Background: an optimization exercise with open tools, aiming at small area. Do not read the settings as production practice.
Function was checked by simulation only, so behaviour that the tests miss may differ from the original.
The flow treats the clock pin as an ideal source, which a real chip does not have.
Power is estimated from default activity; no workload was simulated.

==> design.v <==
`default_nettype none
`timescale 1ns/1ns
module wb_drv_config #(
        parameter [31:0]    BASE_ADDRESS        = 32'h0300_0000,
        parameter [31:0]    DELAY_SYNC_ADDRESS  = BASE_ADDRESS,
        parameter [31:0]    DELAY_P_ADDRESS     = BASE_ADDRESS+1,
        parameter [31:0]    DELAY_N_ADDRESS     = BASE_ADDRESS+2,
        parameter [31:0]    DRV_CURRENT         = BASE_ADDRESS+3
    ) (
        input wire      clk,
        input wire      reset,
        input wire          i_wb_cyc,        
        input wire          i_wb_stb,        
        input wire          i_wb_we,         
        input wire [31:0]   i_wb_addr,       
        input wire [31:0]   i_wb_data,       
        output reg          o_wb_ack,        
        output wire         o_wb_stall,      
        output wire [31:0]  o_wb_data,       
        output reg [15:0]   o_del_sync,      
        output reg [15:0]   o_del_sync_inv,  
        output reg [15:0]   o_del_p,         
        output reg [15:0]   o_del_p_inv,     
        output reg [15:0]   o_del_n,         
        output reg [15:0]   o_del_n_inv,     
        output reg [31:0]   o_current       
    );
    assign o_wb_stall = 0;
    localparam CONSEC = (DELAY_SYNC_ADDRESS[1:0] == 2'd0) &&
                        (DELAY_P_ADDRESS == DELAY_SYNC_ADDRESS + 1) &&
                        (DELAY_N_ADDRESS == DELAY_SYNC_ADDRESS + 2) &&
                        (DRV_CURRENT     == DELAY_SYNC_ADDRESS + 3);
    wire [3:0] w, h, l;
    wire       ack_d;        
    wire [3:0] rd_hot;       
    wire [15:0] d_inv;       
    wire        d_c0;        
    genvar i;
    generate if (CONSEC) begin : g_fast
        localparam [31:0] B = DELAY_SYNC_ADDRESS;
        wire [7:0] ne;
        for (i = 0; i < 7; i = i + 1) begin : g_ne
            wb_drv_config_ne4 #(.K(B[2+4*i +: 4])) u_ne (.x(i_wb_addr[2+4*i +: 4]), .y(ne[i]));
        end
        wb_drv_config_ne2 #(.K(B[31:30])) u_ne_hi (.x(i_wb_addr[31:30]), .y(ne[7]));
        wire y0, y1, hit;
        wb_drv_config_or4  u_y0  (.a(ne[0]), .b(ne[1]), .c(ne[2]), .d(ne[3]), .y(y0));
        wb_drv_config_or4  u_y1  (.a(ne[4]), .b(ne[5]), .c(ne[6]), .d(ne[7]), .y(y1));
        wb_drv_config_nor2 u_hit (.a(y0), .b(y1), .y(hit));
        wire rstn, wr_ok, wa;
        wb_drv_config_inv   u_rstn  (.a(reset), .y(rstn));
        wb_drv_config_and3b u_ack   (.a_n(reset), .b(hit), .c(i_wb_stb), .y(ack_d));
        wb_drv_config_and4b u_wr    (.a_n(reset), .b(i_wb_stb), .c(i_wb_cyc), .d(i_wb_we), .y(wr_ok));
        wb_drv_config_and2  u_wa    (.a(hit), .b(wr_ok), .y(wa));
        wire a1 = i_wb_addr[1];
        wire a0 = i_wb_addr[0];
        wire a1n, a0n;
        wb_drv_config_inv   u_a1n (.a(a1), .y(a1n));
        wb_drv_config_inv   u_a0n (.a(a0), .y(a0n));
        wb_drv_config_and3  u_w0 (.a(a1n), .b(a0n), .c(wa), .y(w[0]));
        wb_drv_config_and3  u_w1 (.a(a1n), .b(a0),  .c(wa), .y(w[1]));
        wb_drv_config_and3  u_w2 (.a(a1),  .b(a0n), .c(wa), .y(w[2]));
        wb_drv_config_and3  u_w3 (.a(a1),  .b(a0),  .c(wa), .y(w[3]));
        for (i = 0; i < 4; i = i + 1) begin : g_hl
            wb_drv_config_nor2 u_h (.a(w[i]), .b(reset), .y(h[i]));
            wb_drv_config_inv  u_l (.a(h[i]), .y(l[i]));
        end
        for (i = 0; i < 16; i = i + 1) begin : g_dinv
            wb_drv_config_nand2 u_d (.a(i_wb_data[16+i]), .b(rstn), .y(d_inv[i]));
        end
        wb_drv_config_or2 u_d_c0 (.a(i_wb_data[0]), .b(reset), .y(d_c0));
        reg [1:0] rd_sel;
        always @(posedge clk)
            rd_sel <= i_wb_addr[1:0];
        wire r1n, r0n;
        wb_drv_config_inv  u_r1n (.a(rd_sel[1]), .y(r1n));
        wb_drv_config_inv  u_r0n (.a(rd_sel[0]), .y(r0n));
        wb_drv_config_nor2 u_s0 (.a(rd_sel[1]), .b(rd_sel[0]), .y(rd_hot[0]));
        wb_drv_config_nor2 u_s1 (.a(rd_sel[1]), .b(r0n), .y(rd_hot[1]));
        wb_drv_config_nor2 u_s2 (.a(r1n), .b(rd_sel[0]), .y(rd_hot[2]));
        wb_drv_config_nor2 u_s3 (.a(r1n), .b(r0n), .y(rd_hot[3]));
    end else begin : g_any
        wire [3:0] hit_k = {i_wb_addr == DRV_CURRENT, i_wb_addr == DELAY_N_ADDRESS,
                            i_wb_addr == DELAY_P_ADDRESS, i_wb_addr == DELAY_SYNC_ADDRESS};
        wire wr = i_wb_stb & i_wb_cyc & i_wb_we;
        assign w = hit_k & {4{wr & ~reset}};
        assign h = ~((hit_k & {4{wr}}) | {4{reset}});
        assign l = ~h;
        assign ack_d = i_wb_stb & (|hit_k) & ~reset;
        assign d_inv = ~i_wb_data[31:16] | {16{reset}};
        assign d_c0 = i_wb_data[0] | reset;
        reg [3:0] rd_q;
        always @(posedge clk)
            rd_q <= hit_k[3] ? 4'b1000 : hit_k[2] ? 4'b0100 : hit_k[1] ? 4'b0010 : 4'b0001;
        assign rd_hot = rd_q;
    end endgenerate
    wire [15:0] nx_sync, nx_sync_inv, nx_p, nx_p_inv, nx_n, nx_n_inv;
    wire [31:0] nx_cur;
    wire [31:0] d_cur = {i_wb_data[31:1], d_c0};
    wire [31:0] w_cur = {{31{w[3]}}, l[3]};
    generate for (i = 0; i < 16; i = i + 1) begin : g_del
        wb_drv_config_ao22 u_sync     (.a1(o_del_sync[i]),     .a2(h[0]), .b1(i_wb_data[i]), .b2(w[0]), .x(nx_sync[i]));
        wb_drv_config_ao22 u_sync_inv (.a1(o_del_sync_inv[i]), .a2(h[0]), .b1(d_inv[i]),     .b2(l[0]), .x(nx_sync_inv[i]));
        wb_drv_config_ao22 u_p        (.a1(o_del_p[i]),        .a2(h[1]), .b1(i_wb_data[i]), .b2(w[1]), .x(nx_p[i]));
        wb_drv_config_ao22 u_p_inv    (.a1(o_del_p_inv[i]),    .a2(h[1]), .b1(d_inv[i]),     .b2(l[1]), .x(nx_p_inv[i]));
        wb_drv_config_ao22 u_n        (.a1(o_del_n[i]),        .a2(h[2]), .b1(i_wb_data[i]), .b2(w[2]), .x(nx_n[i]));
        wb_drv_config_ao22 u_n_inv    (.a1(o_del_n_inv[i]),    .a2(h[2]), .b1(d_inv[i]),     .b2(l[2]), .x(nx_n_inv[i]));
    end
    for (i = 0; i < 32; i = i + 1) begin : g_cur
        wb_drv_config_ao22 u_cur      (.a1(o_current[i]),      .a2(h[3]), .b1(d_cur[i]),     .b2(w_cur[i]), .x(nx_cur[i]));
    end endgenerate
    always @(posedge clk) begin
        o_del_sync     <= nx_sync;
        o_del_sync_inv <= nx_sync_inv;
        o_del_p        <= nx_p;
        o_del_p_inv    <= nx_p_inv;
        o_del_n        <= nx_n;
        o_del_n_inv    <= nx_n_inv;
        o_current      <= nx_cur;
    end
    wire [31:0] rd_sync = {o_del_sync, o_del_sync_inv};
    wire [31:0] rd_p    = {o_del_p, o_del_p_inv};
    wire [31:0] rd_n    = {o_del_n, o_del_n_inv};
    generate for (i = 0; i < 32; i = i + 1) begin : g_rd
        wire n012, n3;
        wb_drv_config_aoi222 u_aoi (.s(rd_hot[2:0]), .d({rd_n[i], rd_p[i], rd_sync[i]}), .y(n012));
        wb_drv_config_nand2  u_n3  (.a(rd_hot[3]), .b(o_current[i]), .y(n3));
        wb_drv_config_nand2  u_x   (.a(n012), .b(n3), .y(o_wb_data[i]));
    end endgenerate
    always @(posedge clk)
        o_wb_ack <= ack_d;
endmodule
module wb_drv_config_ao22 (input wire a1, input wire a2, input wire b1, input wire b2, output wire x);
    assign x = (a1 & a2) | (b1 & b2);
endmodule
module wb_drv_config_aoi222 (input wire [2:0] s, input wire [2:0] d, output wire y);
    assign y = ~|(s & d);
endmodule
module wb_drv_config_ne4 #(parameter [3:0] K = 4'd0) (input wire [3:0] x, output wire y);
    assign y = (x != K);
endmodule
module wb_drv_config_ne2 #(parameter [1:0] K = 2'd0) (input wire [1:0] x, output wire y);
    assign y = (x != K);
endmodule
module wb_drv_config_inv (input wire a, output wire y);
    assign y = ~a;
endmodule
module wb_drv_config_nand2 (input wire a, input wire b, output wire y);
    assign y = ~(a & b);
endmodule
module wb_drv_config_nor2 (input wire a, input wire b, output wire y);
    assign y = ~(a | b);
endmodule
module wb_drv_config_and2 (input wire a, input wire b, output wire y);
    assign y = a & b;
endmodule
module wb_drv_config_or2 (input wire a, input wire b, output wire y);
    assign y = a | b;
endmodule
module wb_drv_config_and3 (input wire a, input wire b, input wire c, output wire y);
    assign y = a & b & c;
endmodule
module wb_drv_config_and3b (input wire a_n, input wire b, input wire c, output wire y);
    assign y = ~a_n & b & c;
endmodule
module wb_drv_config_or4 (input wire a, input wire b, input wire c, input wire d, output wire y);
    assign y = a | b | c | d;
endmodule
module wb_drv_config_and4b (input wire a_n, input wire b, input wire c, input wire d, output wire y);
    assign y = ~a_n & b & c & d;
endmodule
==> flow/run.sh <==
#!/bin/bash
# The standard layout, with changes that only pick smaller cells:
# - the port buffers that buffer_ports inserts are the smallest buffer cell
#   instead of the default clkdlybuf4s50_1;
# - clock tree synthesis builds the tree from clkbuf_4 and adds no dummy
#   loads; afterwards any clock buffer whose flip-flops see a clock slew over
#   100 ps (placement estimate) is upsized (flow/clkfix.tcl).
set -euo pipefail
export BUFFER_PORTS_ARGS="-buffer_cell sky130_fd_sc_hd__buf_1"
export CTS_ARGS="-sink_clustering_enable -repair_clock_nets -buf_list {sky130_fd_sc_hd__clkbuf_4} -dont_use_dummy_load"
bash standard.sh cts > standard_cts.log 2>&1
export RES_DIR="$PWD/orfs/results/$FLOW_PLATFORM/wb_drv_config/base"
export CLK_SLEW_TARGET=0.100
openroad -no_init -exit flow/clkfix.tcl > clkfix.log 2>&1
bash standard.sh > standard_finish.log 2>&1
==> flow/clkfix.tcl <==
# After clock tree synthesis: upsize the clock buffers that drive flip-flop
# clock pins with a slew over a target, then legalize the placement again.
set res $::env(RES_DIR)
read_liberty $::env(FLOW_HOME)/platforms/$::env(FLOW_PLATFORM)/lib/sky130_fd_sc_hd__tt_025C_1v80.lib
read_db $res/4_cts.odb
read_sdc $res/4_cts.sdc
source $::env(FLOW_HOME)/platforms/$::env(FLOW_PLATFORM)/setRC.tcl

set next_size [dict create \
  sky130_fd_sc_hd__clkbuf_1 sky130_fd_sc_hd__clkbuf_2 \
  sky130_fd_sc_hd__clkbuf_2 sky130_fd_sc_hd__clkbuf_4 \
  sky130_fd_sc_hd__clkbuf_4 sky130_fd_sc_hd__clkbuf_8 \
  sky130_fd_sc_hd__clkbuf_8 sky130_fd_sc_hd__clkbuf_16]

set target $::env(CLK_SLEW_TARGET)
for {set it 0} {$it < 4} {incr it} {
  estimate_parasitics -placement
  set bad {}
  foreach p [get_pins -hierarchical */CLK] {
    if {[get_property $p slew_max] > $target} {
      set net [get_nets -of_objects $p]
      foreach d [get_pins -of_objects $net -filter "direction==output"] {
        set name [get_full_name [get_cells -of_objects $d]]
        if {[lsearch $bad $name] < 0} { lappend bad $name }
      }
    }
  }
  puts "pass $it: [llength $bad] clock drivers over $target ns"
  if {[llength $bad] == 0} break
  foreach name $bad {
    set c [get_cells $name]
    set m [get_property $c ref_name]
    if {[dict exists $next_size $m]} {
      puts "upsize $name $m -> [dict get $next_size $m]"
      replace_cell $c [dict get $next_size $m]
    }
  }
}

detailed_placement
check_placement -verbose
estimate_parasitics -placement
set mx 0
foreach p [get_pins -hierarchical */CLK] {
  set s [get_property $p slew_max]
  if {$s > $mx} { set mx $s }
}
puts "largest flip-flop clock-pin slew after the fix: $mx ns"
write_db $res/4_cts.odb
==> standard.sh <==
#!/bin/bash
# synth_recipe.tcl (not shown) runs the flow's synth.tcl, then flattens the netlist and writes it again
# the make line also repeats each setting of config.mk as NAME=value (left out here)
make -C /OpenROAD-flow-scripts/flow DESIGN_CONFIG=/design/flow/config.mk WORK_HOME=/design/flow/orfs CLKGATE_MAP_FILE= SYNTH_SCRIPT=/design/flow/synth_recipe.tcl "${@:-finish}"
==> config.mk <==
export PLATFORM = sky130hd
export DESIGN_NAME = wb_drv_config
export DESIGN_NICKNAME = wb_drv_config
export VERILOG_FILES = /design/flow/design.v
export SDC_FILE = /design/flow/constraint.sdc
export NUM_CORES = 4
export LEC_CHECK = 0
export CAP_MARGIN = 20
export CORE_MARGIN = 2
export CORE_UTILIZATION = 40
export SLEW_MARGIN = 20
export SYNTH_HIERARCHICAL = 1
==> constraint.sdc <==
create_clock -name core_clock -period 10.0 [get_ports {clk}]
set_input_delay 2.0000 -clock core_clock [delete_from_list [all_inputs] [get_ports {clk}]]
set_output_delay 2.0000 -clock core_clock [all_outputs]
set_load 0.01 [all_outputs]
==> reports/metrics.yaml, run 1 <==
grt_use_total: 0.2580
rows: 39
drive_gt1_frac: 0.04262
ir_worst_vdd_uv: 59.46
critPathLaunchType: "primary input"
cts.sinks: 131
vias: 4698
path_clk_slew_ps: 90
synth_cells: 409
setup_violations: 0
leakage_nw: 2.337
mostFrequentLayoutCells: "buf_1, dfxtp_1, a22o_1, nand2_1, a222oi_1"
place_area_um2: 5680
syn_to_final_growth_pct: 27.31
ctsRootBufferMaster: "clkbuf_4"
cp-end-kind: "flop"
dpl.hpwl_um: 10760
skew_ps: 0
vias_per_cell: 5.873
synth.largest_area_cell: "dfxtp_1"
core_area_um2: 11270
worst_slew_pin_slew_ps: 1103
status: "timing/DRC/antenna clean"
cap_violations: 0
fillCellCount: 1081
syn_area_per_cell_um2: 11.19
start_util: 0.4060
period_share: 0.5317
cp_data_arrival_time_ps: 5740
nets: 728
yosysWarnings: 7
cts_setup_buffers: 0
final_hold_viol_count: 0
numCtsBuffers: 17
yosys-top-cells-area: "dfxtp_1, a22o_1, a222oi_1"
io_pins: 231
max-slew-margin-rel: 0.2645
seq_area_frac_synth: 0.5730
ys_ff_latch: 131
criticalPathCategory: "in -> reg"
ctsResizeCount: 0
clockBufferDepth: 2
drcViolationCount: 0
die_h_um: 111.0
ys_types: 15
cts-hold-fix-buffers: 0
rsz0062_at_grt: "no"
fin_setup_tns_ps: 0
first_iter_violations: 404
grt_overflow: 0
syn-num-nets: 478
io_buffers: 229
worstHoldPathType: "reg -> reg"
wl_per_cell_um: 20.65
clk_latency_ps: 500
mostFrequentLayoutCell: "buf_1"
power_density_nw_per_um2: 157.4
drv_slew: 0
grt_pass1_wl_um: 24830
fmax_mhz: 188.1
ant_nets: 0
p_total_w: 0.0009174
crit_fanout: 33
final_cell_area_um2: 5827
die_w_um: 111.0
ctsHtreeMaxLevel: 4
finalWirelength_um: 16520
gp_congestion: 0.8252
netlist_area_um2: 4577
grt_pass1_vias: 4428
fin_crit_ps: 5317
firstDrtPassIters: 6
grt_max_degree: 34
antennaDiodeCount: 0
synth_top_cell_area_share: 0.5730
worstPathRequired_ps: 10420
tritoncts: "done"
die-area_um2: 12310
grt_antenna_before_repair: 0
-- critical path, stage by stage --
cell,delay [ps]
buf_1,90
or4_1,580
or4_1,490
nor2_1,120
and2_1,180
and3_1,910
nor2_4,400
inv_1,720
a22o_1,220
-- logic make-up (layout without fill, tap and decap cells) --
group / Yosys count / in the layout / share of synthesized area
other cells: 1 / 1 / 0.0008193
buf+inv: 10 / 258 / 0.009021
compound gates: 160 / 160 / 0.3149
simple gates: 107 / 107 / 0.1022
flops: 131 / 131 / 0.5730
-- stage by stage --
stage          setup WS [ps]    util  cells  hold slack (ps)
2_1_floorplan           5122       -    409            544.5
3_3_place_gp            4363  0.5039    783            489.7
3_5_place_dp            4265  0.5039    783            496.2
4_1_cts                 4805  0.5153    800            516.5
5_1_grt                 4605  0.5169    800            540.6
6_report                4683  0.5169    800            518.5
-- where the power goes --
part | switching, W | internal [W]
sequential | 0.0000197 | 0.000541
clock | 0.000156 | 0.0000903
combinational | 0.0000704 | 0.0000395
-- layer usage --
layer	part of all wire	global-route usage	up-vias
li1	-	-	2134
met1	0.43	0.3361	2254
met2	0.47	0.4155	282
met3	0.083	0.06506	28
met4	0.020	0.09500	0
met5	0	0	-
-- sequential cells by signal, summed over array words and instances, names as in the netlist --
name,count
o_del_sync,16
o_current,32
o_wb_ack,1
o_del_n_inv,16
g_fast.rd_sel,2
o_del_p,16
o_del_n,16
o_del_p_inv,16
o_del_sync_inv,16
-- worst paths after layout --
kind                        start         endpoint  slack [ps]  cells past startpoint
setup reg to reg  o_del_n_inv[15]  o_del_n_inv[15]        9300                      1
hold reg to reg      o_current[8]     o_current[8]         520                      1
hold / removal       o_current[8]     o_current[8]         520                      1
setup / recovery    i_wb_addr[14]   o_del_n_inv[3]        4680                      9
-- modules after synthesis (local to each module, per instance), excerpt --
module,cells inside,times used
wb_drv_config_ao22,1,128
wb_drv_config_or2,1,1
wb_drv_config,133,1
wb_drv_config_and3b,1,1
wb_drv_config_or4,1,2
wb_drv_config_inv,1,9
wb_drv_config_aoi222,1,32
wb_drv_config_and4b,1,1
wb_drv_config_and3,1,4
wb_drv_config_nor2,1,9
-- synthesized netlist by cell type --
master / count
a222oi_1: 32
a22o_1: 128
and2_1: 1
and3_1: 4
and3b_1: 1
and4b_1: 1
buf_4: 1
conb_1: 1
dfxtp_1: 131
inv_1: 9
nand2_1: 80
nand4bb_1: 1
nor2_1: 9
or2_1: 2
or4_1: 8
-- layout make-up --
| class | count | area (um2) | area share |
|---|---|---|---|
| inverters | 9 | 33.78 | 0.005798 |
| well taps | 143 | 178.9 | 0.03071 |
| flip-flops and latches | 131 | 2623 | 0.4501 |
| repair buffers | 232 | 882.1 | 0.1514 |
| clock buffers | 17 | 146.4 | 0.02512 |
| multi-input cells | 268 | 1963 | 0.3369 |
==> run 2: changes to the inputs <==
--- a/design.v
+++ b/design.v
@@ -55,15 +55,17 @@
         wire a1 = i_wb_addr[1];
         wire a0 = i_wb_addr[0];
         wire a1n, a0n;
+        wire [3:0] wn;
         wb_drv_config_inv   u_a1n (.a(a1), .y(a1n));
         wb_drv_config_inv   u_a0n (.a(a0), .y(a0n));
-        wb_drv_config_and3  u_w0 (.a(a1n), .b(a0n), .c(wa), .y(w[0]));
-        wb_drv_config_and3  u_w1 (.a(a1n), .b(a0),  .c(wa), .y(w[1]));
-        wb_drv_config_and3  u_w2 (.a(a1),  .b(a0n), .c(wa), .y(w[2]));
-        wb_drv_config_and3  u_w3 (.a(a1),  .b(a0),  .c(wa), .y(w[3]));
+        wb_drv_config_nand3 u_w0 (.a(a1n), .b(a0n), .c(wa), .y(wn[0]));
+        wb_drv_config_nand3 u_w1 (.a(a1n), .b(a0),  .c(wa), .y(wn[1]));
+        wb_drv_config_nand3 u_w2 (.a(a1),  .b(a0n), .c(wa), .y(wn[2]));
+        wb_drv_config_nand3 u_w3 (.a(a1),  .b(a0),  .c(wa), .y(wn[3]));
         for (i = 0; i < 4; i = i + 1) begin : g_hl
-            wb_drv_config_nor2 u_h (.a(w[i]), .b(reset), .y(h[i]));
-            wb_drv_config_inv  u_l (.a(h[i]), .y(l[i]));
+            wb_drv_config_inv   u_w (.a(wn[i]), .y(w[i]));
+            wb_drv_config_nand2 u_l (.a(wn[i]), .b(rstn), .y(l[i]));
+            wb_drv_config_inv   u_h (.a(l[i]), .y(h[i]));
         end
         for (i = 0; i < 16; i = i + 1) begin : g_dinv
             wb_drv_config_nand2 u_d (.a(i_wb_data[16+i]), .b(rstn), .y(d_inv[i]));
@@ -73,12 +75,16 @@
         always @(posedge clk)
             rd_sel <= i_wb_addr[1:0];
         wire r1n, r0n;
-        wb_drv_config_inv  u_r1n (.a(rd_sel[1]), .y(r1n));
-        wb_drv_config_inv  u_r0n (.a(rd_sel[0]), .y(r0n));
-        wb_drv_config_nor2 u_s0 (.a(rd_sel[1]), .b(rd_sel[0]), .y(rd_hot[0]));
-        wb_drv_config_nor2 u_s1 (.a(rd_sel[1]), .b(r0n), .y(rd_hot[1]));
-        wb_drv_config_nor2 u_s2 (.a(r1n), .b(rd_sel[0]), .y(rd_hot[2]));
-        wb_drv_config_nor2 u_s3 (.a(r1n), .b(r0n), .y(rd_hot[3]));
+        wire [3:0] sn;
+        wb_drv_config_inv   u_r1n (.a(rd_sel[1]), .y(r1n));
+        wb_drv_config_inv   u_r0n (.a(rd_sel[0]), .y(r0n));
+        wb_drv_config_nand2 u_s0 (.a(r1n), .b(r0n), .y(sn[0]));
+        wb_drv_config_nand2 u_s1 (.a(r1n), .b(rd_sel[0]), .y(sn[1]));
+        wb_drv_config_nand2 u_s2 (.a(rd_sel[1]), .b(r0n), .y(sn[2]));
+        wb_drv_config_nand2 u_s3 (.a(rd_sel[1]), .b(rd_sel[0]), .y(sn[3]));
+        for (i = 0; i < 4; i = i + 1) begin : g_s
+            wb_drv_config_inv u_s (.a(sn[i]), .y(rd_hot[i]));
+        end
     end else begin : g_any
         wire [3:0] hit_k = {i_wb_addr == DRV_CURRENT, i_wb_addr == DELAY_N_ADDRESS,
                             i_wb_addr == DELAY_P_ADDRESS, i_wb_addr == DELAY_SYNC_ADDRESS};
@@ -157,8 +163,8 @@
 module wb_drv_config_or2 (input wire a, input wire b, output wire y);
     assign y = a | b;
 endmodule
-module wb_drv_config_and3 (input wire a, input wire b, input wire c, output wire y);
-    assign y = a & b & c;
+module wb_drv_config_nand3 (input wire a, input wire b, input wire c, output wire y);
+    assign y = ~(a & b & c);
 endmodule
 module wb_drv_config_and3b (input wire a_n, input wire b, input wire c, output wire y);
     assign y = ~a_n & b & c;
--- a/config.mk
+++ b/config.mk
@@ -7,6 +7,6 @@
 export LEC_CHECK = 0
 export CAP_MARGIN = 20
 export CORE_MARGIN = 2
-export CORE_UTILIZATION = 40
+export CORE_UTILIZATION = 75
 export SLEW_MARGIN = 20
 export SYNTH_HIERARCHICAL = 1
==> run 2 against run 1 <==
Compared with the run above:
- the run now fails in 3_3_place_gp
- synthesized area is 0.55% higher
- synthesized cell count is 2.0% higher
==> reports/metrics.yaml, run 2 <==
yosys-top-cells-area: "dfxtp_1, a22o_1, nand2_1"  # was dfxtp_1, a22o_1, a222oi_1
rows: 28  # was 39
die_w_um: 82.33  # was 111.0 um
syn_area_per_cell_um2: 11.04  # was 11.19 um2
yosysWarnings: 7  # unchanged
synth_ff_type: "dfxtp_1"  # unchanged
io_pins: 231  # unchanged
ys_ff_latch: 131  # unchanged
seq_area_frac_synth: 0.5699  # was 0.5730
synth_cells: 417  # was 409
synth_edf_count: 0  # unchanged
error_line: "[ERROR GPL-0301] Utilization 103.413 % exceeds 100%."
synth_top_cell_area_share: 0.5699  # was 0.5730
synthTopCellsByCount: "dfxtp_1, a22o_1, nand2_1"  # unchanged
io_buffers: 229  # unchanged
ys_types: 15  # unchanged
syn-num-nets: 486  # was 478
haltStage: "3_3_place_gp"
netlist_area_um2: 4602  # was 4577 um2
die_h_um: 82.33  # was 111.0 um
synthArstFlopShare: 0  # unchanged
yosysMostFrequentCell: "dfxtp_1"  # unchanged
status: "stopped before the end"  # was timing/DRC/antenna clean
synth.largest_area_cell: "dfxtp_1"  # unchanged
start_util: 0.7773  # was 0.4060
-- run 2: cell types whose count changed after synthesis, sizes merged --
cell,before,now
and3,4,0
nor2,9,1
nand2,80,88
nand3,0,4
inv,9,17
-- run 2: Yosys stat by module, one instance, submodules excluded, a selection --
module | area [um2] | cells inside | flops+latches | copies in the design
wb_drv_config_ao22 | 8.758 | 1 | 0 | 128
wb_drv_config | 2634 | 133 | 131 | 1
wb_drv_config_inv | 3.754 | 1 | 0 | 17
wb_drv_config_or2 | 6.256 | 1 | 0 | 1
wb_drv_config_and4b | 10.01 | 1 | 0 | 1
wb_drv_config_and3b | 8.758 | 1 | 0 | 1
wb_drv_config_and2 | 6.256 | 1 | 0 | 1
wb_drv_config_nand3 | 5.005 | 1 | 0 | 4
wb_drv_config_nor2 | 3.754 | 1 | 0 | 1
-- run 2: kinds of logic after synthesis --
logic type	Yosys count	synth area share
simple gates	107	0.1006
compound gates	160	0.3132
other cells	1	0.0008149
buf+inv	18	0.01550
flops	131	0.5699
==> run 3: changes to the inputs <==
--- a/config.mk
+++ b/config.mk
@@ -7,6 +7,6 @@
 export LEC_CHECK = 0
 export CAP_MARGIN = 20
 export CORE_MARGIN = 2
-export CORE_UTILIZATION = 75
+export CORE_UTILIZATION = 40
 export SLEW_MARGIN = 20
 export SYNTH_HIERARCHICAL = 1
==> run 3 against run 2 <==
Compared with the run above:
- synthesized area did not move
- synthesized cell count did not move
- now clean on timing, DRC and antenna
==> reports/metrics.yaml, run 3 <==
cts_setup_buffers: 0
criticalPathCategory: "in -> reg"
crit_fanout: 20
synth_ff_type: "dfxtp_1"  # unchanged
cts-hold-fix-buffers: 0
numCtsBuffers: 17
gp_congestion: 0.7931
power_density_nw_per_um2: 158.4
drcViolationCount: 0
synth_cells: 417  # unchanged
drive_gt1_frac: 0.03898
crit_top_cell: "or4_1"
worst_slack_ps: 5242
place_ws_ps: 4640
syn_to_final_growth_pct: 26.70
register_area_um2: 2623
grt_overflow: 0
hold_depth: 1
ys_types: 15  # unchanged
cp-end-kind: "flop"
rsz0062_at_grt: "no"
worstHoldPathType: "reg -> reg"
max-slew-margin-rel: 0.4165
setup_violations: 0
syn_area_per_cell_um2: 11.04  # unchanged
firstDrtPassIters: 6
wl_per_cell_um: 20.57
grt_pass1_vias: 4540
mostFrequentLayoutCells: "buf_1, dfxtp_1, a22o_1, nand2_1, a222oi_1"
tritoncts: "done"
die-area_um2: 12380
drv_slew: 0
ys_ff_latch: 131  # unchanged
yosys-top-cells-area: "dfxtp_1, a22o_1, nand2_1"  # unchanged
critPathBufInv: 3
mostFrequentLayoutCell: "buf_1"
worstPathRequired_ps: 10400
die_h_um: 111.3  # was 82.33 um
grt_pass1_wl_um: 24810
ctsResizeCount: 0
grt_use_total: 0.2586
yosysWarnings: 7  # unchanged
synthArstFlopShare: 0  # unchanged
ir_worst_vdd_uv: 64.50
fin_crit_ps: 4758
dpl.hpwl_um: 10900
nets: 738
status: "timing/DRC/antenna clean"  # was stopped before the end
reg2reg_depth: 1
synthTopCellsByCount: "dfxtp_1, a22o_1, nand2_1"  # unchanged
start_util: 0.4065  # was 0.7773
rows: 39  # was 28
seq_area_frac_synth: 0.5699  # unchanged
crit_path_top_delay_cell: "nand2_1"
worst_slew_pin_slew_ps: 874.2
clk_latency_ps: 500
crit_chain: "buf_1 -> or4_1 -> or4_1 -> nor2_1 -> and2_1 -> nand3_1 -> nand2_1 -> inv_1 -> buf_4 -> a22o_1"
period_share: 0.4758
largest_register_ffs: 32
reg2reg_slack_ps: 9280
fin_setup_tns_ps: 0
path_clk_slew_ps: 70
yosysMostFrequentCell: "dfxtp_1"  # unchanged
r2r-end: "o_del_p_inv[0]"
io_buffers: 229  # unchanged
holdPathEnd: "o_del_n_inv[5]"
cts.sinks: 131
dp_cells: 792
rr_startpoint: "o_del_p_inv[0]"
instances_no_fill: 810
ant_nets: 0
synth.largest_area_cell: "dfxtp_1"  # unchanged
final_hold_viol_count: 0
vias: 4761
die_w_um: 111.3  # was 82.33 um
largest-register: "o_current"
vias_per_cell: 5.878
slowest_delay_ps: 580
p_total_w: 0.0009237
crit_family: "simple AND/OR/NAND/NOR gates"
grt_antenna_before_repair: 0
ctsRootBufferMaster: "clkbuf_4"
finalWirelength_um: 16660
syn-num-nets: 486  # unchanged
ctsHtreeMaxLevel: 4
synth_edf_count: 0  # unchanged
cap_violations: 0
min_from: "o_del_n_inv[5]"
synth_top_cell_area_share: 0.5699  # unchanged
skew_ps: 0
io_pins: 231  # unchanged
first_iter_violations: 415
critPathLaunchType: "primary input"
grt_max_degree: 33
fillCellCount: 1108
fmax_mhz: 210.2
core_area_um2: 11320
leakage_nw: 2.397
netlist_area_um2: 4602  # unchanged
multi_input_area_um2: 1908
clockBufferDepth: 2
cp_data_arrival_time_ps: 5150
antennaDiodeCount: 0
run 3: logic make-up after synthesis:
logic type	count (synthesis)	synth area share
AO/OA/AOI/OAI	160	0.3132
buffers and inverters	18	0.01550
flip-flops	131	0.5699
other	1	0.0008149
AND/OR/NAND/NOR	107	0.1006
run 3: per-layer routing:
layer / vias up / track usage / routed length, um
met5: - / 0 / 0
li1: 2164 / - / -
met1: 2293 / 0.3367 / 7126
met4: 0 / 0.09547 / 288
met3: 21 / 0.05577 / 1419
met2: 283 / 0.4232 / 7824
run 3: cell type report:
cell class | instances | share of cell area
clock buffers | 17 | 0.02618
repair buffers | 234 | 0.1552
flip-flops and latches | 131 | 0.4498
multi-input cells | 268 | 0.3273
well taps | 143 | 0.03069
inverters | 17 | 0.01094
run 3: per-stage QoR:
| stage | utilization | instance area (um2) | hold slack [ps] |
|---|---|---|---|
| floorplan | - | 4602 | 544.5 |
| global placement | 0.5002 | 5663 | 488.8 |
| detailed placement | 0.5002 | 5663 | 494.8 |
| CTS | 0.5115 | 5791 | 512.5 |
| global route | 0.5150 | 5831 | 535.4 |
| finish | 0.5150 | 5831 | 515.3 |
run 3: how the worst max path moves through the flow:
stage	start	endpoint	cells after the start
after CTS	i_wb_addr[19]	o_del_p_inv[0]	9
after floorplan	i_wb_addr[19]	o_del_n_inv[0]	8
after global routing	i_wb_addr[19]	o_del_sync_inv[1]	10
final	i_wb_addr[19]	o_del_sync_inv[1]	10
after detailed placement	i_wb_addr[19]	o_del_p_inv[0]	9
after global placement	i_wb_addr[19]	o_del_n_inv[12]	9
run 3: modules after synthesis, one instance, submodules excluded, a selection:
module	copies in the design	area, um2
wb_drv_config_inv	17	3.754
wb_drv_config_nand2	88	3.754
wb_drv_config_or2	1	6.256
wb_drv_config_and2	1	6.256
wb_drv_config_aoi222	32	10.01
wb_drv_config_nand3	4	5.005
wb_drv_config_nor2	1	3.754
wb_drv_config	1	2634
wb_drv_config_or4	2	7.507
wb_drv_config_ao22	128	8.758
wb_drv_config_and3b	1	8.758
run 3: power breakdown:
group	total (W)	switching, W	internal (W)
clock network	0.000255	0.000161	0.0000941
logic	0.000110	0.0000700	0.0000397
registers	0.000559	0.0000183	0.000541
==> run 4: changes to the inputs <==
--- a/config.mk
+++ b/config.mk
@@ -7,6 +7,6 @@
 export LEC_CHECK = 0
 export CAP_MARGIN = 20
 export CORE_MARGIN = 2
-export CORE_UTILIZATION = 40
+export CORE_UTILIZATION = 60
 export SLEW_MARGIN = 20
 export SYNTH_HIERARCHICAL = 1
==> run 4 against run 3 <==
Compared with the run above:
- still clean
- non-clock buffer count shrank 4
- final area shrank 1.4%
- total power shrank 1.1%
- register-to-register slack is essentially flat
- clock skew is the same
- hold slack lost 5.5 ps
- wire length shrank 8.6%
- sequential power is essentially flat
- synthesized cell count is the same
- largest power group unchanged
==> reports/metrics.yaml, run 4 <==
seq_area_frac_synth: 0.5699  # unchanged
worstPathRequired_ps: 10380  # was 10400 ps
cap_violations: 0  # unchanged
cts.sinks: 131  # unchanged
ctsResizeCount: 0  # unchanged
core_area_um2: 7331  # was 11320 um2
register_area_um2: 2623  # unchanged
multi_input_area_um2: 1908  # unchanged
largest_register_ffs: 32  # unchanged
clockBufferDepth: 2  # unchanged
ir_worst_vdd_uv: 86.20  # was 64.50 uV
worstHoldPathType: "reg -> reg"  # unchanged
final_hold_viol_count: 0  # unchanged
start_util: 0.6278  # was 0.4065
worst_slew_pin_slew_ps: 1066  # was 874.2 ps
fin_crit_ps: 4778  # was 4758 ps
critPathLaunchType: "primary input"  # unchanged
synth.largest_area_cell: "dfxtp_1"  # unchanged
ctsRootBufferMaster: "clkbuf_4"  # unchanged
max-slew-margin-rel: 0.2847  # was 0.4165
die-area_um2: 8386  # was 12380 um2
postLayoutCoreUtil: 0.7846  # was 0.5150
grt_pass1_wl_um: 23390  # was 24810 um
power_density_nw_per_um2: 158.8  # was 158.4 nW/um2
clk_latency_ps: 500  # about the same
ys_types: 15  # unchanged
grt_antenna_before_repair: 0  # unchanged
instances_no_fill: 762  # was 810
dp_cells: 745  # was 792
mostFrequentLayoutCell: "buf_1"  # unchanged
vias_per_cell: 6.303  # was 5.878
die_w_um: 91.58  # was 111.3 um
criticalPathCategory: "in -> reg"  # unchanged
numCtsBuffers: 17  # unchanged
grt_overflow: 0  # unchanged
largest-register: "o_current"  # unchanged
cts-hold-fix-buffers: 0  # unchanged
cp-end-kind: "flop"  # unchanged
rows: 31  # was 39
io_pins: 231  # unchanged
finalWirelength_um: 15220  # was 16660 um
syn-num-nets: 486  # unchanged
dpl.hpwl_um: 9811  # was 10900 um
cp_data_arrival_time_ps: 5160  # was 5150 ps
synthTopCellsByCount: "dfxtp_1, a22o_1, nand2_1"  # unchanged
grt_use_total: 0.3584  # was 0.2586
drcViolationCount: 0  # unchanged
drive_gt1_frac: 0.03469  # was 0.03898
grt_pass1_vias: 4413  # was 4540
cts_setup_buffers: 0  # unchanged
mostFrequentLayoutCells: "buf_1, dfxtp_1, a22o_1, nand2_1, a222oi_1"  # unchanged
skew_ps: 0  # unchanged
synth_ff_type: "dfxtp_1"  # unchanged
ys_ff_latch: 131  # unchanged
fillCellCount: 531  # was 1108
status: "timing/DRC/antenna clean"  # unchanged
rsz0062_at_grt: "no"  # unchanged
first_iter_violations: 535  # was 415
io_buffers: 229  # unchanged
drv_slew: 0  # unchanged
vias: 4803  # was 4761
gp_congestion: 0.8569  # was 0.7931
tritoncts: "done"  # unchanged
antennaDiodeCount: 0  # unchanged
fin_setup_tns_ps: 0  # unchanged
yosysMostFrequentCell: "dfxtp_1"  # unchanged
synth_top_cell_area_share: 0.5699  # unchanged
synthArstFlopShare: 0  # unchanged
wl_per_cell_um: 19.98  # was 20.57 um
leakage_nw: 2.367  # was 2.397 nW
period_share: 0.4778  # was 0.4758
ant_nets: 0  # unchanged
fmax_mhz: 209.3  # was 210.2 MHz
nets: 734  # was 738
synth_edf_count: 0  # unchanged
die_h_um: 91.58  # was 111.3 um
path_clk_slew_ps: 70  # about the same
yosysWarnings: 7  # unchanged
netlist_area_um2: 4602  # unchanged
crit_fanout: 32  # was 20
grt_max_degree: 33  # unchanged
setup_violations: 0  # unchanged
ctsHtreeMaxLevel: 4  # unchanged
syn_area_per_cell_um2: 11.04  # unchanged
syn_to_final_growth_pct: 24.99  # was 26.70%
yosys-top-cells-area: "dfxtp_1, a22o_1, nand2_1"  # unchanged
firstDrtPassIters: 8  # was 6
synth_cells: 417  # unchanged
-- run 4: cell types whose count changed in the layout (fill, tap and decap cells not counted) --
cell,previous run,this run
clkbuf_4,13,14
inv_2,4,5
buf_8,1,0
buf_16,0,1
clkbuf_8,4,3
clkinv_1,0,2
inv_1,13,10
buf_4,4,0
-- run 4: path summary, 6_finish.rpt --
path	cells after the start	slack, ps	to	startpoint
max	9	5220	o_del_n[3]	i_wb_addr[7]
min reg2reg	1	510	o_current[3]	o_current[3]
max reg2reg	1	9290	o_current[14]	o_current[14]
min	1	510	o_current[3]	o_current[3]
-- run 4: final cells by class --
| type | instances | share of cell area |
|---|---|---|
| well taps | 99 | 0.02154 |
| multi-input cells | 268 | 0.3317 |
| flip-flops and latches | 131 | 0.4560 |
| inverters | 17 | 0.01109 |
| repair buffers | 230 | 0.1542 |
| clock buffers | 17 | 0.02545 |
-- run 4: Yosys stat by module, one instance, submodules excluded, excerpt --
module,flops+latches,cells inside
wb_drv_config_and3b,0,1
wb_drv_config_nand3,0,1
wb_drv_config_inv,0,1
wb_drv_config_nand2,0,1
wb_drv_config_or4,0,1
wb_drv_config,131,133
wb_drv_config_nor2,0,1
wb_drv_config_and2,0,1
wb_drv_config_ao22,0,1
wb_drv_config_or2,0,1
wb_drv_config_aoi222,0,1
wb_drv_config_and4b,0,1
-- run 4: per-layer routing --
metal	vias up	routed length, um	GRT usage
met5	-	0	0
li1	2157	-	-
met4	0	359	0.1338
met1	2230	5837	0.4587
met3	32	1845	0.09793
met2	384	7180	0.5784
-- run 4: through the flow --
stage          cell area (um2)  setup slack (ps)  total power [W]  hold WS [ps]
3_5_place_dp              5605              4587        0.0006761         496.2
5_1_grt                   5752              5073        0.0009462         525.1
6_report                  5752              5222        0.0009132         509.7
4_1_cts                   5733              5109        0.0008966         517.5
3_3_place_gp              5578              4632        0.0006726         489.4
2_1_floorplan             4602              5497        0.0006226         544.5
-- run 4: where the power goes --
group,internal (W),switching [W],leakage [nW],total (W)
Sequential,0.000541,0.0000182,1.07,0.000559
Clock,0.0000901,0.000156,0.0860,0.000246
Combinational,0.0000393,0.0000688,1.21,0.000108
Total,0.000670,0.000243,2.37,0.000913
-- run 4: cell families (layout without fill, tap and decap cells) --
group	Yosys count	count (layout)	synth area share
AO/OA/AOI/OAI	160	160	0.3132
buffers and inverters	18	264	0.01550
other	1	1	0.0008149
flip-flops	131	131	0.5699
AND/OR/NAND/NOR	107	107	0.1006
-- run 4: critical path: stages --
cell     delay [ps]
buf_1            70
or4_1           510
or4_1           520
nor2_1          140
and2_1          200
nand3_1         110
nand2_1         540
inv_1           690
a22o_1          390
==> run 5: changes to the inputs <==
==> flow/run.sh (replaced) <==
#!/bin/bash
# The standard layout, with changes that only pick other cells:
# - inverters with a fanout of 8 or more become inv_2 before placement
#   (same area as inv_1, more drive; flow/prep.tcl);
# - the port buffers that buffer_ports inserts are the smallest buffer cell
#   instead of the default clkdlybuf4s50_1;
# - clock tree synthesis builds the tree from clkbuf_4 and adds no dummy
#   loads; afterwards any clock buffer whose flip-flops see a clock slew over
#   100 ps (placement estimate) is upsized (flow/clkfix.tcl).
set -euo pipefail
export RES_DIR="$PWD/orfs/results/$FLOW_PLATFORM/wb_drv_config/base"
export BUFFER_PORTS_ARGS="-buffer_cell sky130_fd_sc_hd__buf_1"
export CTS_ARGS="-sink_clustering_enable -repair_clock_nets -buf_list {sky130_fd_sc_hd__clkbuf_4} -dont_use_dummy_load"
bash standard.sh floorplan > standard_floorplan.log 2>&1
openroad -no_init -exit flow/prep.tcl > prep.log 2>&1
bash standard.sh cts > standard_cts.log 2>&1
export CLK_SLEW_TARGET=0.100
openroad -no_init -exit flow/clkfix.tcl > clkfix.log 2>&1
bash standard.sh > standard_finish.log 2>&1
==> flow/prep.tcl (new file) <==
# Before placement: inverters that drive many loads use the inv_2 variant,
# which has the same area as inv_1 and twice its drive.
set res $::env(RES_DIR)
read_liberty $::env(FLOW_HOME)/platforms/$::env(FLOW_PLATFORM)/lib/sky130_fd_sc_hd__tt_025C_1v80.lib
read_db $res/2_floorplan.odb
set n 0
foreach inst [get_cells *] {
  if {[get_property $inst ref_name] ne "sky130_fd_sc_hd__inv_1"} continue
  set out [get_pins -of_objects $inst -filter "direction==output"]
  set fo [llength [get_pins -of_objects [get_nets -of_objects $out] -filter "direction==input"]]
  if {$fo >= 8} {
    replace_cell $inst sky130_fd_sc_hd__inv_2
    puts "inv_2 for [get_full_name $inst] (fanout $fo)"
    incr n
  }
}
puts "$n inverters changed to inv_2"
write_db $res/2_floorplan.odb
--- a/config.mk
+++ b/config.mk
@@ -7,6 +7,6 @@
 export LEC_CHECK = 0
 export CAP_MARGIN = 20
 export CORE_MARGIN = 2
-export CORE_UTILIZATION = 60
+export CORE_UTILIZATION = 65
 export SLEW_MARGIN = 20
 export SYNTH_HIERARCHICAL = 1
==> run 5 against run 4 <==
Compared with the run above:
- die area shrank 7.4%
- sequential power is essentially flat
- critical path depth is the same
- wire length grew 0.64%
- clock power is essentially flat
- first-iteration DRC count grew 21%
- global-route usage grew 2.0 points
- synthesized area is the same
- count of clock-buffer cells in the layout is the same
- combinational power is essentially flat
- largest cell class unchanged
==> reports/metrics.yaml, run 5 <==
tritoncts: "done"  # unchanged
crit_path_top_delay_cell: "nand2_1"  # was inv_1
grt_use_total: 0.3784  # was 0.3584
synth_cells: 417  # unchanged
pwr-share-clk: 0.271  # was 0.269
core_area_um2: 6832  # was 7331 um2
die_w_um: 88.14  # was 91.58 um
slowest_delay_ps: 660  # was 690 ps
fmax_mhz: 213.0  # was 209.3 MHz
ctsRootBufferMaster: "clkbuf_4"  # unchanged
start_util: 0.6736  # was 0.6278
crit_start: "i_wb_addr[7]"  # unchanged
io_pins: 231  # unchanged
final_hold_viol_count: 0  # unchanged
crit_chain: "buf_1 -> or4_1 -> or4_1 -> nor2_1 -> and2_1 -> nand3_1 -> nand2_1 -> inv_2 -> a22o_1"  # was buf_1 -> or4_1 -> or4_1 -> nor2_1 -> and2_1 -> nand3_1 -> nand2_1 -> inv_1 -> a22o_1
fin_crit_ps: 4695  # was 4778 ps
criticalPathCategory: "in -> reg"  # unchanged
leakage_nw: 2.354  # was 2.367 nW
mostFrequentLayoutCells: "buf_1, dfxtp_1, a22o_1, nand2_1, a222oi_1"  # unchanged
seq_area_frac_synth: 0.5699  # unchanged
cts-hold-fix-buffers: 0  # unchanged
critPathLaunchType: "primary input"  # unchanged
ctsResizeCount: 0  # unchanged
rsz0062_at_grt: "no"  # unchanged
netlist_area_um2: 4602  # unchanged
period_share: 0.4695  # was 0.4778
cp_data_arrival_time_ps: 5070  # was 5160 ps
worst_slew_pin_slew_ps: 846.4  # was 1066 ps
largest_register_ffs: 32  # unchanged
intPower_w: 0.0006737  # was 0.0006705 W
clk_latency_ps: 500  # about the same
fillCellCount: 452  # was 531
postLayoutCoreUtil: 0.8383  # was 0.7846
synth_edf_count: 0  # unchanged
yosysWarnings: 7  # unchanged
die-area_um2: 7769  # was 8386 um2
cap_violations: 0  # unchanged
firstDrtPassIters: 7  # was 8
synth_ff_type: "dfxtp_1"  # unchanged
ctsHtreeMaxLevel: 4  # unchanged
fin_setup_tns_ps: 0  # unchanged
yosysMostFrequentCell: "dfxtp_1"  # unchanged
ir_worst_vdd_uv: 99.71  # was 86.20 uV
grt_antenna_before_repair: 0  # unchanged
syn_to_final_growth_pct: 24.44  # was 24.99%
hold_depth: 1  # unchanged
io_buffers: 229  # unchanged
status: "timing/DRC/antenna clean"  # unchanged
syn-num-nets: 486  # unchanged
rr_startpoint: "o_del_n_inv[5]"  # was o_current[14]
cp.depth: 9  # unchanged
cts.sinks: 131  # unchanged
ys_ff_latch: 131  # unchanged
ant_nets: 0  # unchanged
synthArstFlopShare: 0  # unchanged
drcViolationCount: 0  # unchanged
clockBufferDepth: 2  # unchanged
wl_per_cell_um: 20.21  # was 19.98 um
gp_congestion: 0.8320  # was 0.8569
numCtsBuffers: 17  # unchanged
hold_ws_ps: 512.4  # was 509.7 ps
p_switching_w: 0.0002426  # was 0.0002427 W
yosys-top-cells-area: "dfxtp_1, a22o_1, nand2_1"  # unchanged
syn_area_per_cell_um2: 11.04  # unchanged
grt_overflow: 0  # unchanged
grt_pass1_wl_um: 22100  # was 23390 um
ys_types: 15  # unchanged
grt_max_degree: 33  # unchanged
crit_family: "simple AND/OR/NAND/NOR gates"  # unchanged
power_density_nw_per_um2: 160.0  # was 158.8 nW/um2
worstPathRequired_ps: 10380  # about the same
finalWirelength_um: 15320  # was 15220 um
drv_slew: 0  # unchanged
nets: 733  # was 734
switching_share: 0.2647  # was 0.2658
synth_top_cell_area_share: 0.5699  # unchanged
antennaDiodeCount: 0  # unchanged
pwr-share-seq: 0.611  # was 0.612
skew_ps: 0  # unchanged
cp-end-kind: "flop"  # unchanged
drive_gt1_frac: 0.04532  # was 0.03469
worstHoldPathType: "reg -> reg"  # unchanged
crit_fanout: 32  # unchanged
dpl.hpwl_um: 9835  # was 9811 um
min_from: "o_current[1]"  # was o_current[3]
mostFrequentLayoutCell: "buf_1"  # unchanged
die_h_um: 88.14  # was 91.58 um
setup_violations: 0  # unchanged
vias_per_cell: 6.544  # was 6.303
combPwrFrac: 0.118  # about the same
synthTopCellsByCount: "dfxtp_1, a22o_1, nand2_1"  # unchanged
vias: 4960  # was 4803
grt_pass1_vias: 4401  # was 4413
path_clk_slew_ps: 70  # about the same
critPathBufInv: 2  # unchanged
largest-register: "o_current"  # unchanged
max-slew-margin-rel: 0.4344  # was 0.2847
first_iter_violations: 645  # was 535
rows: 30  # was 31
crit_top_cell: "or4_1"  # unchanged
cts_setup_buffers: 0  # unchanged
reg2reg_depth: 1  # unchanged
p_total_w: 0.0009163  # was 0.0009132 W
synth.largest_area_cell: "dfxtp_1"  # unchanged
==> run 5: cell counts after synthesis <==
No cell type changed its count.
==> run 5: kinds of logic after synthesis <==
group | count (synthesis) | share of synthesized area
compound gates | 160 | 0.3132
flops | 131 | 0.5699
simple gates | 107 | 0.1006
other cells | 1 | 0.0008149
buf+inv | 18 | 0.01550
==> run 5: layout make-up <==
class	instances	area [um2]	share of cell area
Clock buffer	17	152.6	0.02665
Inverter	17	63.81	0.01114
Multi-Input combinational cell	268	1908	0.3332
Sequential cell	131	2623	0.4579
Tap cell	96	120.1	0.02097
Timing Repair Buffer	229	859.6	0.1501
==> run 5: power groups by stage <==
stage	sequential [W]	combinational, W	clock [W]
after floorplan	0.000575	0.0000477	0
after global placement	0.000570	0.000103	0
after detailed placement	0.000570	0.000106	0
after CTS	0.000558	0.000106	0.000230
after global routing	0.000561	0.000115	0.000273
final	0.000559	0.000108	0.000248
==> run 5: routing by layer <==
metal  vias to the layer above  routed length [um]  global-route usage
li1                       2153                   -                   -
met1                      2323                5530              0.4745
met2                       430                7529              0.6191
met3                        54                1849              0.1018
met4                         0                 410              0.1612
met5                         -                   0                   0
==> run 5: path summary, 6_finish.rpt <==
path / endpoint / slack, ps
worst max-delay path: o_del_p_inv[7] / 5310
worst max register to register: o_del_n_inv[5] / 9280
worst min-delay path: o_current[1] / 510
worst min register to register: o_current[1] / 510
==> run 5: metrics by stage <==
step                      setup WS, ps  area [um2]  cells
after global placement            4960        5574    741
final                             5305        5727    758
after CTS                         5427        5702    758
after detailed placement          4908        5574    741
after global routing              5219        5727    758
after floorplan                   5497        4602    417
==> run 5: modules after synthesis (local to each module, per instance), excerpt <==
| module | area (um2) | times used | cells | flops+latches |
|---|---|---|---|---|
| wb_drv_config_nand2 | 3.754 | 88 | 1 | 0 |
| wb_drv_config_or2 | 6.256 | 1 | 1 | 0 |
| wb_drv_config_and3b | 8.758 | 1 | 1 | 0 |
| wb_drv_config_and4b | 10.01 | 1 | 1 | 0 |
| wb_drv_config_aoi222 | 10.01 | 32 | 1 | 0 |
| wb_drv_config_nand3 | 5.005 | 4 | 1 | 0 |
| wb_drv_config_nor2 | 3.754 | 1 | 1 | 0 |
| wb_drv_config | 2634 | 1 | 133 | 131 |
| wb_drv_config_or4 | 7.507 | 2 | 1 | 0 |
| wb_drv_config_and2 | 6.256 | 1 | 1 | 0 |
==> run 6: changes to the inputs <==
--- a/config.mk
+++ b/config.mk
@@ -7,6 +7,6 @@
 export LEC_CHECK = 0
 export CAP_MARGIN = 20
 export CORE_MARGIN = 2
-export CORE_UTILIZATION = 65
+export CORE_UTILIZATION = 50
 export SLEW_MARGIN = 20
 export SYNTH_HIERARCHICAL = 1
==> run 6 against run 5 <==
Compared with the run above:
- largest cell class unchanged
- combinational power about the same
- still clean on timing, DRC and antenna
- critical path type unchanged
- sequential share of layout area decreased by 0.10 points
- synthesized area unchanged
- core utilization decreased by 21 points
- total power decreased by 0.49%
==> reports/metrics.yaml, run 6 <==
tritoncts: "done"  # unchanged
setup_violations: 0  # unchanged
mostFrequentLayoutCells: "buf_1, dfxtp_1, a22o_1, nand2_1, a222oi_1"  # unchanged
final_hold_viol_count: 0  # unchanged
seq_area_frac_synth: 0.5699  # unchanged
io_buffers: 229  # unchanged
netlist_area_um2: 4602  # unchanged
clk_latency_ps: 500  # about the same
mostFrequentLayoutCell: "buf_1"  # unchanged
dp_cells: 756  # was 741
ctsResizeCount: 0  # unchanged
ys_ff_latch: 131  # unchanged
fmax_mhz: 214.7  # was 213.0 MHz
cts_setup_buffers: 0  # unchanged
cts.sinks: 131  # unchanged
firstDrtPassIters: 8  # was 7
ctsHtreeMaxLevel: 4  # unchanged
grt_max_degree: 33  # unchanged
ctsRootBufferMaster: "clkbuf_4"  # unchanged
gp_congestion: 0.8006  # was 0.8320
yosysWarnings: 7  # unchanged
grt_pass1_wl_um: 23080  # was 22100 um
drv_slew: 0  # unchanged
yosys-top-cells-area: "dfxtp_1, a22o_1, nand2_1"  # unchanged
rows: 35  # was 30
synthArstFlopShare: 0  # unchanged
largest_register_ffs: 32  # unchanged
die-area_um2: 9987  # was 7769 um2
fin_setup_tns_ps: 0  # unchanged
fin_crit_ps: 4657  # was 4695 ps
grt_use_total: 0.2994  # was 0.3784
dpl.hpwl_um: 9701  # was 9835 um
antennaDiodeCount: 0  # unchanged
finalWirelength_um: 15210  # was 15320 um
syn_to_final_growth_pct: 24.71  # was 24.44%
instances_no_fill: 773  # was 758
syn-num-nets: 486  # unchanged
die_w_um: 99.94  # was 88.14 um
synth_cells: 417  # unchanged
topRoutingLayerUsed: "met4"  # unchanged
drcViolationCount: 0  # unchanged
status: "timing/DRC/antenna clean"  # unchanged
wl_met1_um: 6401  # was 5530 um
ant_nets: 0  # unchanged
yosysMostFrequentCell: "dfxtp_1"  # unchanged
ys_types: 15  # unchanged
criticalPathCategory: "in -> reg"  # unchanged
power_density_nw_per_um2: 158.9  # was 160.0 nW/um2
skew_ps: 0  # unchanged
grt_overflow: 0  # unchanged
core_area_um2: 9065  # was 6832 um2
dr_wl_met2_um: 7286  # was 7529 um
start_util: 0.5077  # was 0.6736
grt_pass1_vias: 4322  # was 4401
register_area_um2: 2623  # unchanged
multi_input_area_um2: 1908  # unchanged
synth_top_cell_area_share: 0.5699  # unchanged
path_clk_slew_ps: 80  # was 70 ps
drive_gt1_frac: 0.04532  # unchanged
ir_worst_vdd_uv: 71.51  # was 99.71 uV
synth_ff_type: "dfxtp_1"  # unchanged
worst_slew_pin_slew_ps: 839.2  # was 846.4 ps
cp_data_arrival_time_ps: 5020  # was 5070 ps
vias_per_cell: 6.074  # was 6.544
vias: 4695  # was 4960
synthTopCellsByCount: "dfxtp_1, a22o_1, nand2_1"  # unchanged
cts-hold-fix-buffers: 0  # unchanged
critPathLaunchType: "primary input"  # unchanged
period_share: 0.4657  # was 0.4695
wl_per_cell_um: 19.67  # was 20.21 um
max-slew-margin-rel: 0.4392  # was 0.4344
syn_area_per_cell_um2: 11.04  # unchanged
cp-end-kind: "flop"  # unchanged
cap_violations: 0  # unchanged
first_iter_violations: 342  # was 645
crit_fanout: 32  # unchanged
largest-register: "o_current"  # unchanged
nets: 733  # unchanged
leakage_nw: 2.351  # was 2.354 nW
worstHoldPathType: "reg -> reg"  # unchanged
clockBufferDepth: 2  # unchanged
synth.largest_area_cell: "dfxtp_1"  # unchanged
fillCellCount: 821  # was 452
numCtsBuffers: 17  # unchanged
worstPathRequired_ps: 10370  # was 10380 ps
hold_ws_ps: 511.2  # was 512.4 ps
io_pins: 231  # unchanged
p_total_w: 0.0009118  # was 0.0009163 W
postLayoutCoreUtil: 0.6331  # was 0.8383
synth_edf_count: 0  # unchanged
rsz0062_at_grt: "no"  # unchanged
grt_antenna_before_repair: 0  # unchanged
die_h_um: 99.94  # was 88.14 um
routed-wl-met3_um: 1416  # was 1849 um
run 6: final cells by class:
cell class,count,area share
Tap cell,111,0.02420
Clock buffer,17,0.02551
Inverter,17,0.01112
Sequential cell,131,0.4569
Multi-Input combinational cell,268,0.3325
Timing Repair Buffer,229,0.1498
run 6: modules after synthesis (local to each module, per instance), excerpt:
module                flip-flops and latches  copies in the design  cell area (um2)  cells
wb_drv_config_and4b                        0                     1            10.01      1
wb_drv_config_aoi222                       0                    32            10.01      1
wb_drv_config_and3b                        0                     1            8.758      1
wb_drv_config_nand2                        0                    88            3.754      1
wb_drv_config_or4                          0                     2            7.507      1
wb_drv_config_or2                          0                     1            6.256      1
wb_drv_config_inv                          0                    17            3.754      1
wb_drv_config_nor2                         0                     1            3.754      1
wb_drv_config_nand3                        0                     4            5.005      1
wb_drv_config_ao22                         0                   128            8.758      1
wb_drv_config                            131                     1             2634    133
run 6: power by group:
group | total, W | leakage (nW) | internal [W] | switching, W
logic | 0.000107 | 1.19 | 0.0000382 | 0.0000685
registers | 0.000559 | 1.07 | 0.000541 | 0.0000179
clock network | 0.000246 | 0.0860 | 0.0000903 | 0.000156
total | 0.000912 | 2.35 | 0.000670 | 0.000242
run 6: critical path, cell delays in order:
cell	delay, ps
buf_1	70
or4_1	500
or4_1	500
nor2_1	130
and2_1	190
nand3_1	120
nand2_1	640
inv_2	520
a22o_1	330
run 6: cells by family (layout without fill, tap and decap cells):
logic type / Yosys count / in the layout / share of synthesized area
buffers and inverters: 18 / 263 / 0.01550
AND/OR/NAND/NOR: 107 / 107 / 0.1006
flip-flops: 131 / 131 / 0.5699
AO/OA/AOI/OAI: 160 / 160 / 0.3132
other: 1 / 1 / 0.0008149
run 6: worst paths after layout:
kind / from / to / slack (ps) / cells past startpoint
setup reg to reg: o_del_sync_inv[5] / o_del_sync_inv[5] / 9300 / 1
hold reg to reg: o_current[28] / o_current[28] / 510 / 1
hold / removal: o_current[28] / o_current[28] / 510 / 1
setup / recovery: i_wb_addr[19] / o_del_sync_inv[3] / 5340 / 9
run 6: stage by stage:
stage,setup slack [ps],instance area [um2]
6_report,5343,5739
5_1_grt,5212,5739
4_1_cts,5363,5720
3_5_place_dp,4838,5593
3_3_place_gp,4879,5593
2_1_floorplan,5497,4602
run 6: routing by layer:
metal  vias up  GRT usage
li1       2152          -
met1      2253     0.3939
met2       282     0.4922
met3         8    0.07730
met4         0    0.08219
met5         -          0
==> run 7: changes to the inputs <==
--- a/config.mk
+++ b/config.mk
@@ -7,6 +7,6 @@
 export LEC_CHECK = 0
 export CAP_MARGIN = 20
 export CORE_MARGIN = 2
-export CORE_UTILIZATION = 50
+export CORE_UTILIZATION = 60
 export SLEW_MARGIN = 20
 export SYNTH_HIERARCHICAL = 1
==> run 7 against run 6 <==
Compared with the run above:
- clock power about the same
- still clean
- first-iteration DRC count increased by 52%
- combinational power about the same
- total power decreased by 0.25%
- cell count decreased by 1.6%
- die area decreased by 16%
==> reports/metrics.yaml, run 7 <==
mostFrequentLayoutCell: "buf_1"  # unchanged
gp_congestion: 0.8036  # was 0.8006
criticalPathCategory: "in -> reg"  # unchanged
status: "timing/DRC/antenna clean"  # unchanged
largest_register_ffs: 32  # unchanged
ir_worst_vdd_uv: 81.93  # was 71.51 uV
cts.sinks: 131  # unchanged
ctsResizeCount: 0  # unchanged
yosysMostFrequentCell: "dfxtp_1"  # unchanged
ctsRootBufferMaster: "clkbuf_4"  # unchanged
ys_ff_latch: 131  # unchanged
wl_per_cell_um: 19.63  # was 19.67 um
start_util: 0.6278  # was 0.5077
drcViolationCount: 0  # unchanged
worst_slew_pin_slew_ps: 794.5  # was 839.2 ps
clockBufferDepth: 2  # unchanged
crit_chain: "buf_1 -> or4_1 -> or4_1 -> nor2_1 -> and2_1 -> nand3_1 -> nand2_1 -> inv_2 -> a22o_1"  # unchanged
ys_types: 15  # unchanged
syn-num-nets: 486  # unchanged
dp_cells: 744  # was 756
synth_top_cell_area_share: 0.5699  # unchanged
grt_antenna_before_repair: 0  # unchanged
synthTopCellsByCount: "dfxtp_1, a22o_1, nand2_1"  # unchanged
syn_to_final_growth_pct: 24.39  # was 24.71%
grt_use_total: 0.3500  # was 0.2994
cts-hold-fix-buffers: 0  # unchanged
setup_violations: 0  # unchanged
drive_gt1_frac: 0.04532  # unchanged
crit_top_cell: "or4_1"  # unchanged
synth.largest_area_cell: "dfxtp_1"  # unchanged
critPathLaunchType: "primary input"  # unchanged
min_from: "o_del_sync[8]"  # was o_current[28]
die_w_um: 91.58  # was 99.94 um
io_pins: 231  # unchanged
critPathBufInv: 2  # unchanged
final_hold_viol_count: 0  # unchanged
slowest_delay_ps: 620  # was 640 ps
postLayoutCoreUtil: 0.7809  # was 0.6331
netlist_area_um2: 4602  # unchanged
io_buffers: 229  # unchanged
yosys-top-cells-area: "dfxtp_1, a22o_1, nand2_1"  # unchanged
ant_nets: 0  # unchanged
first_iter_violations: 521  # was 342
rsz0062_at_grt: "no"  # unchanged
clk_latency_ps: 480  # was 500 ps
firstDrtPassIters: 6  # was 8
die_h_um: 91.58  # was 99.94 um
crit_fanout: 32  # unchanged
grt_overflow: 0  # unchanged
cts_setup_buffers: 0  # unchanged
crit_path_top_delay_cell: "nand2_1"  # unchanged
skew_ps: 0  # unchanged
cp_data_arrival_time_ps: 5070  # was 5020 ps
rr_startpoint: "o_current[19]"  # was o_del_sync_inv[5]
cp-end-kind: "flop"  # unchanged
worstPathRequired_ps: 10370  # about the same
nets: 733  # unchanged
instances_no_fill: 761  # was 773
seq_area_frac_synth: 0.5699  # unchanged
tritoncts: "done"  # unchanged
ctsHtreeMaxLevel: 4  # unchanged
synth_edf_count: 0  # unchanged
crit_family: "simple AND/OR/NAND/NOR gates"  # unchanged
largest-register: "o_current"  # unchanged
vias: 4810  # was 4695
rows: 31  # was 35
crit_start: "i_wb_addr[7]"  # was i_wb_addr[19]
fmax_mhz: 212.5  # was 214.7 MHz
finalWirelength_um: 14940  # was 15210 um
leakage_nw: 2.351  # unchanged
yosysWarnings: 7  # unchanged
die-area_um2: 8386  # was 9987 um2
mostFrequentLayoutCells: "buf_1, dfxtp_1, a22o_1, nand2_1, a222oi_1"  # unchanged
path_clk_slew_ps: 70  # was 80 ps
fin_setup_tns_ps: 0  # unchanged
antennaDiodeCount: 0  # unchanged
core_area_um2: 7331  # was 9065 um2
dpl.hpwl_um: 9670  # was 9701 um
power_density_nw_per_um2: 158.9  # about the same
worstHoldPathType: "reg -> reg"  # unchanged
period_share: 0.4705  # was 0.4657
hold_ws_ps: 513.2  # was 511.2 ps
synth_cells: 417  # unchanged
max-slew-margin-rel: 0.4690  # was 0.4392
syn_area_per_cell_um2: 11.04  # unchanged
fin_crit_ps: 4705  # was 4657 ps
vias_per_cell: 6.321  # was 6.074
grt_pass1_vias: 4470  # was 4322
grt_max_degree: 33  # unchanged
synthArstFlopShare: 0  # unchanged
synth_ff_type: "dfxtp_1"  # unchanged
drv_slew: 0  # unchanged
cap_violations: 0  # unchanged
numCtsBuffers: 17  # unchanged
grt_pass1_wl_um: 23180  # was 23080 um
-- run 7: cell counts after synthesis --
Identical to the previous run, type by type.
-- run 7: final timing paths --
kind,slack (ps),depth (start not counted),to
worst max-delay path,5290,9,o_del_sync_inv[7]
worst min-delay path,510,1,o_del_sync[8]
worst max register to register,9280,1,o_current[19]
worst min register to register,510,1,o_del_sync[8]
-- run 7: kinds of logic after synthesis --
kind of cell	share of synthesized area
DFF	0.5699
and+or+nand+nor	0.1006
AOI/OAI and AO/OA	0.3132
other	0.0008149
buffers and inverters	0.01550
-- run 7: per-module statistics from Yosys, one instance, submodules excluded, a selection --
module	cells	flip-flops and latches	copies in the design
wb_drv_config_or2	1	0	1
wb_drv_config_nand3	1	0	4
wb_drv_config_nor2	1	0	1
wb_drv_config_and2	1	0	1
wb_drv_config_ao22	1	0	128
wb_drv_config_nand2	1	0	88
wb_drv_config_aoi222	1	0	32
wb_drv_config_and3b	1	0	1
wb_drv_config_inv	1	0	17
wb_drv_config	133	131	1
wb_drv_config_and4b	1	0	1
wb_drv_config_or4	1	0	2
-- run 7: layout make-up --
class | count | area [um2]
well taps | 99 | 123.9
multi-input cells | 268 | 1908
inverters | 17 | 63.81
fillers | 572 | 1607
clock buffers | 17 | 146.4
flip-flops and latches | 131 | 2623
repair buffers | 229 | 859.6
-- run 7: power breakdown --
part	total (W)	switching, W	internal (W)
Clock	0.000244	0.000154	0.0000903
Sequential	0.000559	0.0000178	0.000541
Combinational	0.000107	0.0000684	0.0000383
Total	0.000910	0.000240	0.000670
-- run 7: per-layer routing --
| layer | part of all wire | track usage | vias to the layer above |
|---|---|---|---|
| met5 | 0 | 0 | - |
| met1 | 0.38 | 0.4415 | 2298 |
| li1 | - | - | 2144 |
| met4 | 0.020 | 0.1250 | 0 |
| met2 | 0.50 | 0.5956 | 340 |
| met3 | 0.11 | 0.06805 | 28 |
-- run 7: through the flow --
| step | total power, W | area (um2) | worst slack [ps] |
|---|---|---|---|
| after global routing | 0.0009463 | 5724 | 5238 |
| after floorplan | 0.0006226 | 4602 | 5497 |
| after detailed placement | 0.0006752 | 5578 | 4865 |
| after global placement | 0.0006727 | 5578 | 4980 |
| after CTS | 0.0008948 | 5705 | 5381 |
| final | 0.0009095 | 5724 | 5295 |

==> afterwards: timing with drivers on the ports <==
The results above use ideal ports. As a check the final layouts listed here were re-extracted and re-timed, cells and wires unchanged. Step 1: set_driving_cell puts a clkbuf_16 on clk and a buf_2 on each other input, an assumption about the parent block. Step 2 moves the port delays by t, midway between the first and last clock arrival at a register: inputs arrive t later, outputs are due t later. That takes back most of the time a late clock gives input paths. Slacks: ideal / step 1 / step 2; pairs: ideal / step 1.
run	t, ns	setup WS [ns]	worst hold slack (ns)	cell pins on the clock port's net
run 1	0.520	4.683 / 4.692 / 4.172	0.518 / 0.518 / 0.518	1
run 3	0.552	5.242 / 5.254 / 4.702	0.515 / 0.515 / 0.515	1
run 4	0.534	5.222 / 5.230 / 4.696	0.510 / 0.510 / 0.510	1
run 5	0.525	5.305 / 5.314 / 4.789	0.512 / 0.512 / 0.512	1
run 6	0.526	5.343 / 5.356 / 4.831	0.511 / 0.511 / 0.511	1
run 7	0.518	5.295 / 5.306 / 4.788	0.513 / 0.513 / 0.513	1
After both steps every run listed still meets setup and hold. The setup slack of run 3, which loses most, moves by +0.012 ns with the drivers and by -0.540 ns with both steps.
